Background: an optimization exercise with open tools, aiming at small area. Do not read the settings as production practice. At most, simulation tests tie the RTL to the original design; equivalence was not proved.

==> flow/design.v <==
module muldiv #(parameter LA = 8, parameter LAMIN = 11) (
    input  wire        mode,    
    input  wire [15:0] a,
    input  wire [15:0] b,
    output wire [31:0] prod,
    output wire [15:0] quo
);
  wire [15:0] x = mode ? a : ~b;
  wire [15:0] row [0:16];
  wire [15:0] tbits, cbits;
  wire [15:0] bz;
  assign bz[15] = 1'b1;
  genvar s, j;
  generate
    for (s = 14; s >= 0; s = s - 1) begin : g_bz
      assign bz[s] = bz[s+1] & ~b[s+1];
    end
  endgenerate
  assign row[0] = 16'h0000;
  generate
    for (s = 0; s < 16; s = s + 1) begin : g_row
      wire g = b[15-s] | ~mode;
      wire [16:0] c;
      wire [15:0] xin, sm, o;
      assign c[0] = ~mode;
      assign xin[0] = a[15-s] & ~mode;
      for (j = 1; j < 16; j = j + 1) begin : g_in
        assign xin[j] = row[s][j-1];
      end
      for (j = 0; j < 16; j = j + 1) begin : g_cell
        wire op = x[j] & g;
        if (s == 0 && j > 0) begin : g_s0
          assign sm[j] = op;
        end else begin : g_s
          assign sm[j] = xin[j] ^ op ^ c[j];
        end
        if (s == 0 && j > 0) begin : g_r0
          assign c[j+1] = 1'b0;
        end else if ((j % LA) == (LA - 1) && j <= s && s >= LAMIN) begin : g_la
          wire [LA-1:0] gg, pp;
          genvar i;
          for (i = 0; i < LA; i = i + 1) begin : g_gp
            assign gg[i] = xin[j-LA+1+i] & x[j-LA+1+i] & g;
            assign pp[i] = xin[j-LA+1+i] | (x[j-LA+1+i] & g);
          end
          reg G;
          integer m;
          always @* begin
            G = 1'b0;
            for (m = 0; m < LA; m = m + 1) G = gg[m] | (pp[m] & G);
          end
          assign c[j+1] = G | ((&pp) & c[j-LA+1]);
        end else begin : g_rc
          assign c[j+1] = (xin[j] & op) | (xin[j] & c[j]) | (op & c[j]);
        end
      end
      wire q = c[s+1] & bz[s];
      assign quo[15-s] = q;
      wire sel = mode | q;
      for (j = 0; j < 16; j = j + 1) begin : g_out
        if (j <= s && s < 15) begin : g_mux
          assign o[j] = sel ? sm[j] : xin[j];
        end else begin : g_nomux
          assign o[j] = sm[j];
        end
      end
      assign row[s+1] = o;
      assign tbits[15-s] = row[s][15];
      assign cbits[15-s] = c[16];
    end
  endgenerate
  assign prod[15:0] = row[16];
  wire [15:0] hk;
  assign hk[0] = 1'b0;
  generate
    for (j = 0; j < 15; j = j + 1) begin : g_hi
      assign prod[16+j] = tbits[j] ^ cbits[j] ^ hk[j];
      assign hk[j+1] = (tbits[j] & cbits[j]) | (tbits[j] & hk[j]) | (cbits[j] & hk[j]);
    end
  endgenerate
  assign prod[31] = hk[15];
endmodule
module ALU (
    input  wire [4:0]  opcode,
    input  wire        mul,         
    input  wire [15:0] a,           
    input  wire [15:0] b,           
    input  wire [7:0]  imm,         
    input  wire [15:0] flags,       
    input  wire [15:0] input_reg,
    input  wire [15:0] dmem_rdata,
    output reg  [15:0] r0,          
    output reg  [15:0] r1,          
    output reg  [15:0] nf,          
    output reg         fen,         
    output reg         we0,         
    output reg         dbl          
);
  wire [3:0] bp = imm[7:4];
  wire is_sub = (opcode == 5'b00010) | (opcode == 5'b01001);
  wire is_inc = (opcode == 5'b01000);
  wire [15:0] bb = is_inc ? 16'h0000 : (is_sub ? ~b : b);
  wire [16:0] ac;
  wire [15:0] sum;
  assign ac[0] = is_sub | is_inc;
  genvar j;
  generate
    for (j = 0; j < 16; j = j + 1) begin : g_add
      assign sum[j] = a[j] ^ bb[j] ^ ac[j];
      assign ac[j+1] = (a[j] & bb[j]) | (a[j] & ac[j]) | (bb[j] & ac[j]);
    end
  endgenerate
  wire cout = ac[16];
  wire ovf = (a[15] == bb[15]) & (sum[15] ^ a[15]);
  wire [31:0] prod;
  wire [15:0] quo;
  muldiv md (.mode(mul), .a(a), .b(b), .prod(prod), .quo(quo));
  wire [15:0] mask = 16'h0001 << bp;
  wire bit_in = input_reg[bp];
  wire bz = (b == 16'h0000);
  reg common;
  wire zero = (r0 == 16'h0000);
  always @* begin
    r0 = a;
    r1 = 16'h0000;
    fen = 1'b0;
    we0 = 1'b0;
    dbl = 1'b0;
    common = 1'b0;
    nf = flags;
    case (opcode)
      5'b11001: begin r0 = sum; fen = 1'b1; we0 = 1'b1; common = 1'b1;
                  nf[0] = cout; nf[1] = ovf; end
      5'b00010: begin r0 = sum; fen = 1'b1; we0 = 1'b1; common = 1'b1;
                  nf[0] = ~cout; nf[1] = ovf; end
      5'b01001: begin r0 = sum; fen = 1'b1; common = 1'b1;
                  nf[0] = ~cout; nf[2] = cout & ~zero; end
      5'b01000: begin r0 = sum; fen = 1'b1; we0 = 1'b1; common = 1'b1;
                  nf[0] = cout; nf[1] = ovf; end
      5'b00001: begin r0 = prod[15:0]; r1 = prod[31:16]; fen = 1'b1; we0 = 1'b1;
                  dbl = 1'b1; nf[0] = 1'b0; end
      5'b00011: begin r0 = quo; fen = 1'b1; we0 = 1'b1; common = ~bz;
                  if (bz) nf[1] = 1'b1; end
      5'b00100: begin r0 = ~a; fen = 1'b1; we0 = 1'b1; common = 1'b1; end
      5'b00101: begin r0 = a & b; fen = 1'b1; we0 = 1'b1; common = 1'b1; end
      5'b00110:  begin r0 = a | b; fen = 1'b1; we0 = 1'b1; common = 1'b1; end
      5'b00111: begin r0 = a ^ b; fen = 1'b1; we0 = 1'b1; common = 1'b1; end
      5'b01010:  begin r0 = {a[0], a[15:1]}; fen = 1'b1; we0 = 1'b1; common = 1'b1; end
      5'b01011:  begin r0 = {a[14:0], a[15]}; fen = 1'b1; we0 = 1'b1; common = 1'b1; end
      5'b01100: begin r0 = a | mask; fen = 1'b1; we0 = 1'b1; common = 1'b1; end
      5'b01101: begin r0 = a & ~mask; fen = 1'b1; we0 = 1'b1; common = 1'b1; end
      5'b01110: begin r0 = a ^ mask; fen = 1'b1; we0 = 1'b1; common = 1'b1; end
      5'b01111: begin fen = 1'b1; nf[bp] = 1'b1; end
      5'b10000: begin fen = 1'b1; nf[bp] = 1'b0; end
      5'b10001: begin fen = 1'b1; nf[bp] = ~flags[bp]; end
      5'b11110: begin fen = 1'b1; nf[4] = bit_in; end
      5'b10110: begin r0 = {a[15:8], imm}; we0 = 1'b1; end
      5'b10111: begin r0 = {imm, a[7:0]}; we0 = 1'b1; end
      5'b11000: begin r0 = a; we0 = 1'b1; end
      5'b10101: begin r0 = a; r1 = b; end
      5'b10100: begin r0 = dmem_rdata; we0 = 1'b1; dbl = 1'b1; end
      5'b11101: begin r0 = input_reg; we0 = 1'b1; end
      default: ;
    endcase
    if (opcode == 5'b00010 || opcode == 5'b01001) nf[3] = zero;
    if (common) begin
      nf[7] = zero;
      nf[6] = r0[15];
      nf[5] = ~^r0;
    end
  end
endmodule
`timescale 1ps/1ps
module pipelined_processor(
  input wire clk,
  input wire rst,
  input wire [15:0] input_reg,
  output reg [15:0] output_reg,
  output wire [10:0] imem_addr,
  input wire [15:0] imem_rdata,
  output wire dmem_re,
  output wire [10:0] dmem_raddr,
  input wire [15:0] dmem_rdata,
  output wire dmem_we,
  output wire [10:0] dmem_waddr,
  output wire [15:0] dmem_wdata
);
  reg [10:0] pc;
  reg [4:0]  opD;         
  reg [10:0] fD;
  reg [4:0]  opE;         
  reg [10:0] fE;
  reg        jmpE;        
  reg        mulE;        
  reg [10:0] breg;        
  reg [15:0] T;           
  reg [15:0] U;           
  reg [10:0] fW;          
  reg        weW;         
  reg        dblW;        
  reg        stW;         
  reg        mviW;        
  reg [15:0] W0;          
  reg [15:0] W1;          
  reg        pV;          
  reg [2:0]  pA;
  reg [15:0] pD;
  reg [127:0] rf;        
  reg [7:0]  rfv;         
  assign imem_addr = pc;
  wire jfD = (opD == 5'b10011) & T[fD[7:4]];
  wire holdD = jfD | (opD == 5'b11111);
  wire [10:0] pcinc;
  wire [11:0] ic;
  assign ic[0] = 1'b1;
  genvar k;
  generate
    for (k = 0; k < 11; k = k + 1) begin : g_inc
      assign pcinc[k] = pc[k] ^ ic[k];
      assign ic[k+1] = pc[k] & ic[k];
    end
  endgenerate
  always @(posedge clk or posedge rst) begin
    if (rst) begin
      pc <= 11'd0;
      opD <= 5'd0;
      opE <= 5'd0;
      jmpE <= 1'b0;
      mulE <= 1'b0;
    end else begin
      if (!holdD) pc <= jmpE ? breg : pcinc;
      opD <= jmpE ? 5'd0 : imem_rdata[15:11];
      opE <= jmpE ? 5'd0 : opD;
      jmpE <= ~jmpE & jfD;
      mulE <= ~jmpE & (opD == 5'b00001);
    end
  end
  always @(posedge clk) begin
    fD <= jmpE ? 11'd0 : imem_rdata[10:0];
    fE <= jmpE ? 11'd0 : fD;
    breg <= fW;
  end
  wire rdsrc = (opE == 5'b01100) | (opE == 5'b01101) | (opE == 5'b01110) |
               (opE == 5'b10110) | (opE == 5'b10111);
  wire [2:0] rs1 = rdsrc ? fE[10:8] : fE[7:5];
  wire [2:0] rs2 = fE[4:2];
  wire [2:0] rdW = mviW ? fW[7:5] : fW[10:8];
  reg [15:0] ra, rb;
  integer i;
  always @* begin
    ra = 16'h0000;
    rb = 16'h0000;
    for (i = 0; i < 8; i = i + 1) begin
      ra = ra | ({16{rfv[i] & (rs1 == i)}} & rf[16*i +: 16]);
      rb = rb | ({16{rfv[i] & (rs2 == i)}} & rf[16*i +: 16]);
    end
  end
  wire [15:0] a = (weW & (rdW == rs1)) ? W0 : ra;
  wire [15:0] b = (weW & (rdW == rs2)) ? W0 : rb;
  assign dmem_re = (opE == 5'b10100);
  assign dmem_raddr = ra[10:0];
  wire [15:0] r0, r1, nf;
  wire fen, we0, dbl;
  ALU alu (
    .opcode(opE), .mul(mulE), .a(a), .b(b), .imm(fE[7:0]), .flags(U),
    .input_reg(input_reg), .dmem_rdata(dmem_rdata),
    .r0(r0), .r1(r1), .nf(nf), .fen(fen), .we0(we0), .dbl(dbl)
  );
  always @(posedge clk or posedge rst) begin
    if (rst) begin
      T <= 16'h0000;
      weW <= 1'b0;
      dblW <= 1'b0;
      stW <= 1'b0;
      mviW <= 1'b0;
      output_reg <= 16'h0000;
      pV <= 1'b0;
      rfv <= 8'h00;
    end else begin
      if (fen) T <= nf;
      weW <= ~jmpE & we0;
      dblW <= ~jmpE & dbl;
      if (!jmpE) stW <= (opE == 5'b10101);
      mviW <= (opE == 5'b11101);
      if (opE == 5'b11100) output_reg <= a;
      pV <= dblW;
      if (weW) rfv[rdW] <= 1'b1;
      if (pV) rfv[pA] <= 1'b1;
    end
  end
  always @(posedge clk) begin
    U <= T;
    fW <= fE;
    W0[15:11] <= r0[15:11];
    if (!jmpE) begin
      W0[10:0] <= r0[10:0];
      W1 <= r1;
    end
    pA <= rdW + 3'd1;
    pD <= W1;
  end
  wire [7:0] s0 = weW ? (8'h01 << rdW) : 8'h00;
  wire [7:0] s1 = pV ? ((8'h01 << pA) & ~s0) : 8'h00;
  always @(posedge clk) begin
    for (i = 0; i < 8; i = i + 1)
      rf[16*i +: 16] <= ({16{s0[i]}} & W0) | ({16{s1[i]}} & pD) |
                        ({16{~(s0[i] | s1[i])}} & rf[16*i +: 16]);
  end
  assign dmem_we = stW;
  assign dmem_waddr = W0[10:0];
  assign dmem_wdata = W1;
endmodule
Settings: LEC_CHECK=0, ABC_AREA=1, CAP_MARGIN=20, CORE_MARGIN=2, CORE_UTILIZATION=40, SLEW_MARGIN=20; clock period 50.0 ns.
standard.sh (not shown) runs the stock make flow with config.mk's settings and CLKGATE_MAP_FILE= SYNTH_SCRIPT=/design/flow/synth_recipe.tcl, a recipe that flattens the netlist after the stock synthesis.
==> flow/flow/run.sh <==
#!/bin/bash
set -o pipefail
export BUFFER_PORTS_ARGS="-buffer_cell sky130_fd_sc_hd__buf_1"
export CTS_ARGS="-sink_clustering_enable -repair_clock_nets -dont_use_dummy_load -buf_list sky130_fd_sc_hd__clkbuf_4"
bash standard.sh > standard.log 2>&1
Rerun with:
--- a/flow/design.v
+++ b/flow/design.v
@@ -1,7 +1,7 @@
-module muldiv #(parameter LA = 8, parameter LAMIN = 11) (
+module muldiv #(parameter LA = 8, parameter LAMIN = 8) (
     input  wire        mode,    
     input  wire [15:0] a,
     input  wire [15:0] b,
     output wire [31:0] prod,
     output wire [15:0] quo
 );
@@ -79,13 +79,12 @@
     end
   endgenerate
   assign prod[31] = hk[15];
 endmodule
 module ALU (
     input  wire [4:0]  opcode,
-    input  wire        mul,         
     input  wire [15:0] a,           
     input  wire [15:0] b,           
     input  wire [7:0]  imm,         
     input  wire [15:0] flags,       
     input  wire [15:0] input_reg,
     input  wire [15:0] dmem_rdata,
@@ -111,13 +110,13 @@
     end
   endgenerate
   wire cout = ac[16];
   wire ovf = (a[15] == bb[15]) & (sum[15] ^ a[15]);
   wire [31:0] prod;
   wire [15:0] quo;
-  muldiv md (.mode(mul), .a(a), .b(b), .prod(prod), .quo(quo));
+  muldiv md (.mode(opcode == 5'b00001), .a(a), .b(b), .prod(prod), .quo(quo));
   wire [15:0] mask = 16'h0001 << bp;
   wire bit_in = input_reg[bp];
   wire bz = (b == 16'h0000);
   reg common;
   wire zero = (r0 == 16'h0000);
   always @* begin
@@ -188,13 +187,12 @@
   reg [10:0] pc;
   reg [4:0]  opD;         
   reg [10:0] fD;
   reg [4:0]  opE;         
   reg [10:0] fE;
   reg        jmpE;        
-  reg        mulE;        
   reg [10:0] breg;        
   reg [15:0] T;           
   reg [15:0] U;           
   reg [10:0] fW;          
   reg        weW;         
   reg        dblW;        
@@ -223,19 +221,17 @@
   always @(posedge clk or posedge rst) begin
     if (rst) begin
       pc <= 11'd0;
       opD <= 5'd0;
       opE <= 5'd0;
       jmpE <= 1'b0;
-      mulE <= 1'b0;
     end else begin
       if (!holdD) pc <= jmpE ? breg : pcinc;
       opD <= jmpE ? 5'd0 : imem_rdata[15:11];
       opE <= jmpE ? 5'd0 : opD;
       jmpE <= ~jmpE & jfD;
-      mulE <= ~jmpE & (opD == 5'b00001);
     end
   end
   always @(posedge clk) begin
     fD <= jmpE ? 11'd0 : imem_rdata[10:0];
     fE <= jmpE ? 11'd0 : fD;
     breg <= fW;
@@ -259,13 +255,13 @@
   wire [15:0] b = (weW & (rdW == rs2)) ? W0 : rb;
   assign dmem_re = (opE == 5'b10100);
   assign dmem_raddr = ra[10:0];
   wire [15:0] r0, r1, nf;
   wire fen, we0, dbl;
   ALU alu (
-    .opcode(opE), .mul(mulE), .a(a), .b(b), .imm(fE[7:0]), .flags(U),
+    .opcode(opE), .a(a), .b(b), .imm(fE[7:0]), .flags(U),
     .input_reg(input_reg), .dmem_rdata(dmem_rdata),
     .r0(r0), .r1(r1), .nf(nf), .fen(fen), .we0(we0), .dbl(dbl)
   );
   always @(posedge clk or posedge rst) begin
     if (rst) begin
       T <= 16'h0000;
Result:
- The new run completed without violations
- core utilization went down by 1.6 points
- critical path depth fell by 4
- worst setup slack is better by 0.58 ns
- fmax goes up by 1.2%
- design area fell by about 1.4%
- wire length increases by about 2%
- final cell count stays flat
- clock-buffer cell count rises by 2
- via count rose by about 0.5%
- register-to-register slack is better by 0.58 ns
- global-route usage went up by 0.28 points
- clock skew rose by 0.086 ns
The RTL of the first run of this note was laid out without a check of its function.

-- what the ideal ports hide --
The results above use ideal ports. As a check the final layouts listed here were re-extracted and re-timed, cells and wires unchanged. Step 1 (the two cells are an assumption about what drives the block):
set clk [get_ports {clk}]
set_driving_cell -lib_cell sky130_fd_sc_hd__clkbuf_16 $clk
set_driving_cell -lib_cell sky130_fd_sc_hd__buf_2 [delete_from_list [all_inputs] $clk]
Step 2 times the ports against the registers' clock, not the clock port: input delays grow and output delays shrink by t, the midpoint of the rising clock arrivals with the driver on. a / b / c = ideal / step 1 / step 2; a / b = the first two.
run | t (ns) | setup slack, ns | worst hold slack (ns) | worst slew at a driven data input, ns
the first run | 0.843 | 2.304 / 2.304 / 2.304 | 0.309 / 0.309 / 0.309 | 0.08
the second run | 0.838 | 2.881 / 2.881 / 2.881 | 0.261 / 0.261 / 0.261 | 0.07
After both steps every run listed still meets setup and hold.
